What follows belongs to an exercise in optimizing a design on an open flow for small area; a production flow would make more cautious choices. In this exercise RTL edits were held to simulation tests only and were not proved equivalent to the original. No driver is modelled on the clock port, so clocking that relies on it looks cheaper here than on a real chip. Power and IR drop assume default switching activity.

==> module debounce, before the edit <==
module debounce(
	input i_clk,
	input i_rst,
	input [WIDTH - 1:0] i_btn,
	output [WIDTH - 1:0] o_events,
	output [WAIT - 1:0] o_phase
	);
	parameter WIDTH = 1;
	parameter WAIT = 4;
	logic[WAIT - 1:0] phase;
	logic[WIDTH - 1:0] debounced;
	logic[WIDTH - 1:0] events;
	always_ff @(posedge i_clk)
		if(i_rst)
		begin
			debounced <= '0;
			phase <= 1;
		end else
		begin
			if(phase == 15)
			begin
				debounced <= i_btn;
				events <= debounced & ~i_btn;
			end
			phase <= phase + 1'b1;
		end
	assign o_events = events;
	assign o_phase = phase;
endmodule
==> module top, before the edit <==
module top(
	input i_clk,
	input i_rst,
	input [10:0] i_btn,
	output [11:0] o_led
	);
	typedef enum logic[2:0] {S_OP, S_REG_SEL, S_REG_EDIT, S_X_REG_SEL, S_Y_REG_SEL, S_RES_REG_SEL, S_RES} states;
	states state;
	logic[2:0] slot[5];
	logic[7:0] rings[8];
	logic clearing;
	logic[7:0] shown_reg;
	wire[7:0] shown;
	wire[10:0] ev_held;
	wire[3:0] phase;
	wire[7:0] alu_out;
	debounce #(11, 4) debouncer0(i_clk, i_rst, i_btn, ev_held, phase);
	wire pending = phase == 4 && !clearing;
	wire[10:0] ev = ev_held & {11{pending}};
	wire[1:0] ph = phase[1:0];
	wire ahead = phase[3:2] == 2'b00;
	wire pass_y = phase[3:2] == 2'b10;
	wire window = phase[3] == phase[2];
	wire[2:0] j = {~phase[2], phase[1:0]};
	wire edit = state == S_REG_EDIT;
	wire in_res = state == S_RES;
	wire[7:0] edit_ev = edit ? ev[7:0] : 8'b0;
	wire store = in_res & ev_held[10];
	wire selecting = state == S_OP || state == S_REG_SEL;
	wire[2:0] addr = state == S_OP ? slot[1] : state == S_REG_SEL ? slot[0] ^ ev_held[2:0] :
		pass_y ? slot[4] : slot[3];
	wire[1:0] shown_pair = shown_reg[2 * ph +: 2];
	wire[1:0] tap = rings[addr][1:0];
	wire[1:0] operand = in_res && addr == slot[0] ? shown_pair : tap;
	ALU alu0(i_clk, selecting && ahead, pass_y, phase == 8, phase == 9, j, window, slot[1], operand, alu_out);
	wire we = (ahead & store) | (pass_y & (edit | state == S_REG_SEL));
	wire[2:0] waddr = slot[0];
	wire[1:0] wdata = clearing ? 2'b00 : shown_pair;
	always_ff @(posedge i_clk)
		for(int i = 0; i < 8; i++)
			rings[i] <= {clearing || (we && waddr == i) ? wdata : rings[i][1:0], rings[i][7:2]};
	always_ff @(posedge i_clk)
		if(i_rst)
			clearing <= 1'b1;
		else if(phase == 4)
			clearing <= 1'b0;
	always_ff @(posedge i_clk)
		if(pending && (selecting || state == S_RES_REG_SEL || store))
			shown_reg <= alu_out;
		else
			shown_reg <= shown_reg ^ edit_ev;
	wire toggling = pending && state != S_REG_EDIT && state != S_RES;
	wire[2:0] field = slot[0] ^ (toggling ? ev[2:0] : 3'b0);
	wire rotate = pending && ev[8] && state != S_REG_EDIT && state != S_RES_REG_SEL &&
		!(state == S_REG_SEL && ev[9]);
	always_ff @(posedge i_clk)
		if(i_rst)
			for(int i = 0; i < 5; i++)
				slot[i] <= '0;
		else if(rotate) begin
			for(int i = 0; i < 4; i++)
				slot[i] <= slot[i + 1];
			slot[4] <= field;
		end else
			slot[0] <= field;
	always_ff @(posedge i_clk)
	begin
		if(i_rst)
			state <= S_OP;
		else
		case(state)
			S_OP: begin
				if(ev[8])
					state <= S_REG_SEL;
			end
			S_REG_SEL: begin
				if(ev[8])
					state <= S_X_REG_SEL;
				if(ev[9])
					state <= S_REG_EDIT;
			end
			S_REG_EDIT: begin
				if(ev[9])
					state <= S_REG_SEL;
			end
			S_X_REG_SEL: begin
				if(ev[8])
					state <= S_Y_REG_SEL;
			end
			S_Y_REG_SEL: begin
				if(ev[8])
					state <= S_RES_REG_SEL;
			end
			S_RES_REG_SEL: begin
				if(ev[8])
					state <= S_RES;
			end
			default: begin
				if(ev[8])
					state <= S_OP;
			end
		endcase
	end
	assign shown = state == S_REG_EDIT || state == S_RES ? shown_reg ^ edit_ev : {5'b0, slot[0]};
	assign o_led = {1'b0, state, ~shown};
endmodule
export LEC_CHECK = 0
export ABC_AREA = 1
export CAP_MARGIN = 20
export CORE_MARGIN = 2
export CORE_UTILIZATION = 55
export SLEW_MARGIN = 20
create_clock -name core_clock -period 10.0 [get_ports {i_clk}]
standard.sh (not shown) runs the stock make flow with config.mk's settings and CLKGATE_MAP_FILE= SYNTH_SCRIPT=/design/flow/synth_recipe.tcl, a recipe that flattens the netlist after the stock synthesis.
==> flow/flow/run.sh <==
#!/bin/bash
# The standard layout, with the ports buffered by the smallest buffer and the
# registers' clock pins split into eight groups by position, each behind a
# clkbuf_8, and these behind one clkbuf_4 (flow/cluster_clock.tcl), which
# leaves CTS nothing to build (no dummy loads either).
set -euo pipefail
export BUFFER_PORTS_ARGS="-buffer_cell sky130_fd_sc_hd__buf_1"
export PRE_CTS_TCL="$PWD/flow/cluster_clock.tcl"
export CTS_ARGS="-clk_nets i_clk -sink_clustering_enable -repair_clock_nets -buf_list sky130_fd_sc_hd__clkbuf_8 -dont_use_dummy_load"
bash standard.sh > standard.log 2>&1
Other scripts of this flow, unchanged in this note and not shown: flow/flow/cluster_clock.tcl
The baseline completed without violations.
Rerun with:
--- a/flow/design.v
+++ b/flow/design.v
@@ -75,35 +75,35 @@
 endmodule
 module debounce(
 	input i_clk,
 	input i_rst,
 	input [WIDTH - 1:0] i_btn,
 	output [WIDTH - 1:0] o_events,
-	output [WAIT - 1:0] o_phase
+	output [WAIT - 1:0] o_counter
 	);
 	parameter WIDTH = 1;
 	parameter WAIT = 4;
-	logic[WAIT - 1:0] phase;
+	logic[WAIT - 1:0] counter;
 	logic[WIDTH - 1:0] debounced;
 	logic[WIDTH - 1:0] events;
 	always_ff @(posedge i_clk)
 		if(i_rst)
 		begin
 			debounced <= '0;
-			phase <= 1;
+			counter <= '0;
 		end else
 		begin
-			if(phase == 15)
+			if(counter == 2)
 			begin
 				debounced <= i_btn;
 				events <= debounced & ~i_btn;
 			end
-			phase <= phase + 1'b1;
+			counter <= counter - 1'b1;
 		end
 	assign o_events = events;
-	assign o_phase = phase;
+	assign o_counter = counter;
 endmodule
 module top(
 	input i_clk,
 	input i_rst,
 	input [10:0] i_btn,
 	output [11:0] o_led
@@ -113,43 +113,64 @@
 	logic[2:0] slot[5];
 	logic[7:0] rings[8];
 	logic clearing;
 	logic[7:0] shown_reg;
 	wire[7:0] shown;
 	wire[10:0] ev_held;
-	wire[3:0] phase;
+	wire[3:0] cnt;
 	wire[7:0] alu_out;
-	debounce #(11, 4) debouncer0(i_clk, i_rst, i_btn, ev_held, phase);
-	wire pending = phase == 4 && !clearing;
+	debounce #(11, 4) debouncer0(i_clk, i_rst, i_btn, ev_held, cnt);
+	wire pending = cnt == 13 && !clearing;
 	wire[10:0] ev = ev_held & {11{pending}};
-	wire[1:0] ph = phase[1:0];
-	wire ahead = phase[3:2] == 2'b00;
-	wire pass_y = phase[3:2] == 2'b10;
-	wire window = phase[3] == phase[2];
-	wire[2:0] j = {~phase[2], phase[1:0]};
+	wire[1:0] ph = 2'(2'd1 - cnt[1:0]);
+	logic ahead;
+	logic behind;
+	logic pass_y;
+	logic window;
+	logic[2:0] j;
+	always_comb begin
+		ahead = 1'b0;
+		behind = 1'b0;
+		pass_y = 1'b0;
+		window = 1'b1;
+		j = 3'(4'd5 - cnt);
+		case(cnt)
+			1, 0, 15, 14: ahead = 1'b1;
+			12, 11, 10, 9: behind = 1'b1;
+			default: ;
+		endcase
+		case(cnt)
+			9, 8, 7, 6: pass_y = 1'b1;
+			default: ;
+		endcase
+		case(cnt)
+			13, 12, 11, 10, 9, 8, 7, 6: window = 1'b0;
+			default: ;
+		endcase
+	end
 	wire edit = state == S_REG_EDIT;
 	wire in_res = state == S_RES;
 	wire[7:0] edit_ev = edit ? ev[7:0] : 8'b0;
 	wire store = in_res & ev_held[10];
 	wire selecting = state == S_OP || state == S_REG_SEL;
 	wire[2:0] addr = state == S_OP ? slot[1] : state == S_REG_SEL ? slot[0] ^ ev_held[2:0] :
 		pass_y ? slot[4] : slot[3];
 	wire[1:0] shown_pair = shown_reg[2 * ph +: 2];
 	wire[1:0] tap = rings[addr][1:0];
 	wire[1:0] operand = in_res && addr == slot[0] ? shown_pair : tap;
-	ALU alu0(i_clk, selecting && ahead, pass_y, phase == 8, phase == 9, j, window, slot[1], operand, alu_out);
-	wire we = (ahead & store) | (pass_y & (edit | state == S_REG_SEL));
+	ALU alu0(i_clk, selecting && ahead, pass_y, cnt == 9, cnt == 8, j, window, slot[1], operand, alu_out);
+	wire we = (ahead & store) | (behind & (edit | state == S_REG_SEL));
 	wire[2:0] waddr = slot[0];
 	wire[1:0] wdata = clearing ? 2'b00 : shown_pair;
 	always_ff @(posedge i_clk)
 		for(int i = 0; i < 8; i++)
 			rings[i] <= {clearing || (we && waddr == i) ? wdata : rings[i][1:0], rings[i][7:2]};
 	always_ff @(posedge i_clk)
 		if(i_rst)
 			clearing <= 1'b1;
-		else if(phase == 4)
+		else if(cnt == 13)
 			clearing <= 1'b0;
 	always_ff @(posedge i_clk)
 		if(pending && (selecting || state == S_RES_REG_SEL || store))
 			shown_reg <= alu_out;
 		else
 			shown_reg <= shown_reg ^ edit_ev;
Setup slack degrades by 0.27 ns.
Combinational power went up by 27%.
Global-route usage decreases by 0.36 points.
Design area came out higher by 1.6%.
Wire length falls by 2.1%.
Total power climbs by 5.6%.
Sequential share of layout area came out higher by 0.28 points.
Synthesized area rises by 1.2%.

-- afterwards: timing with drivers on the ports --
The results above use ideal ports. As a check the final layouts listed here were re-extracted and re-timed, cells and wires unchanged. Step 1 assumes that a clkbuf_16 drives the clock port and a buf_2 every other input. Step 2, shift: input delay + t, output delay - t, t = (earliest + latest rising clock arrival at the registers) / 2. This alone moves slack from input paths to output paths. a / b / c = ideal / step 1 / step 2; a / b = the first two.
run	t (ns)	setup slack, ns	worst setup path at the end	worst slew at a driven data input, ns
the first run	0.525	5.192 / 5.163 / 5.688	register to output	0.03
the second run	0.504	4.919 / 4.892 / 5.396	register to output	0.04
After both steps every run listed still meets setup and hold.
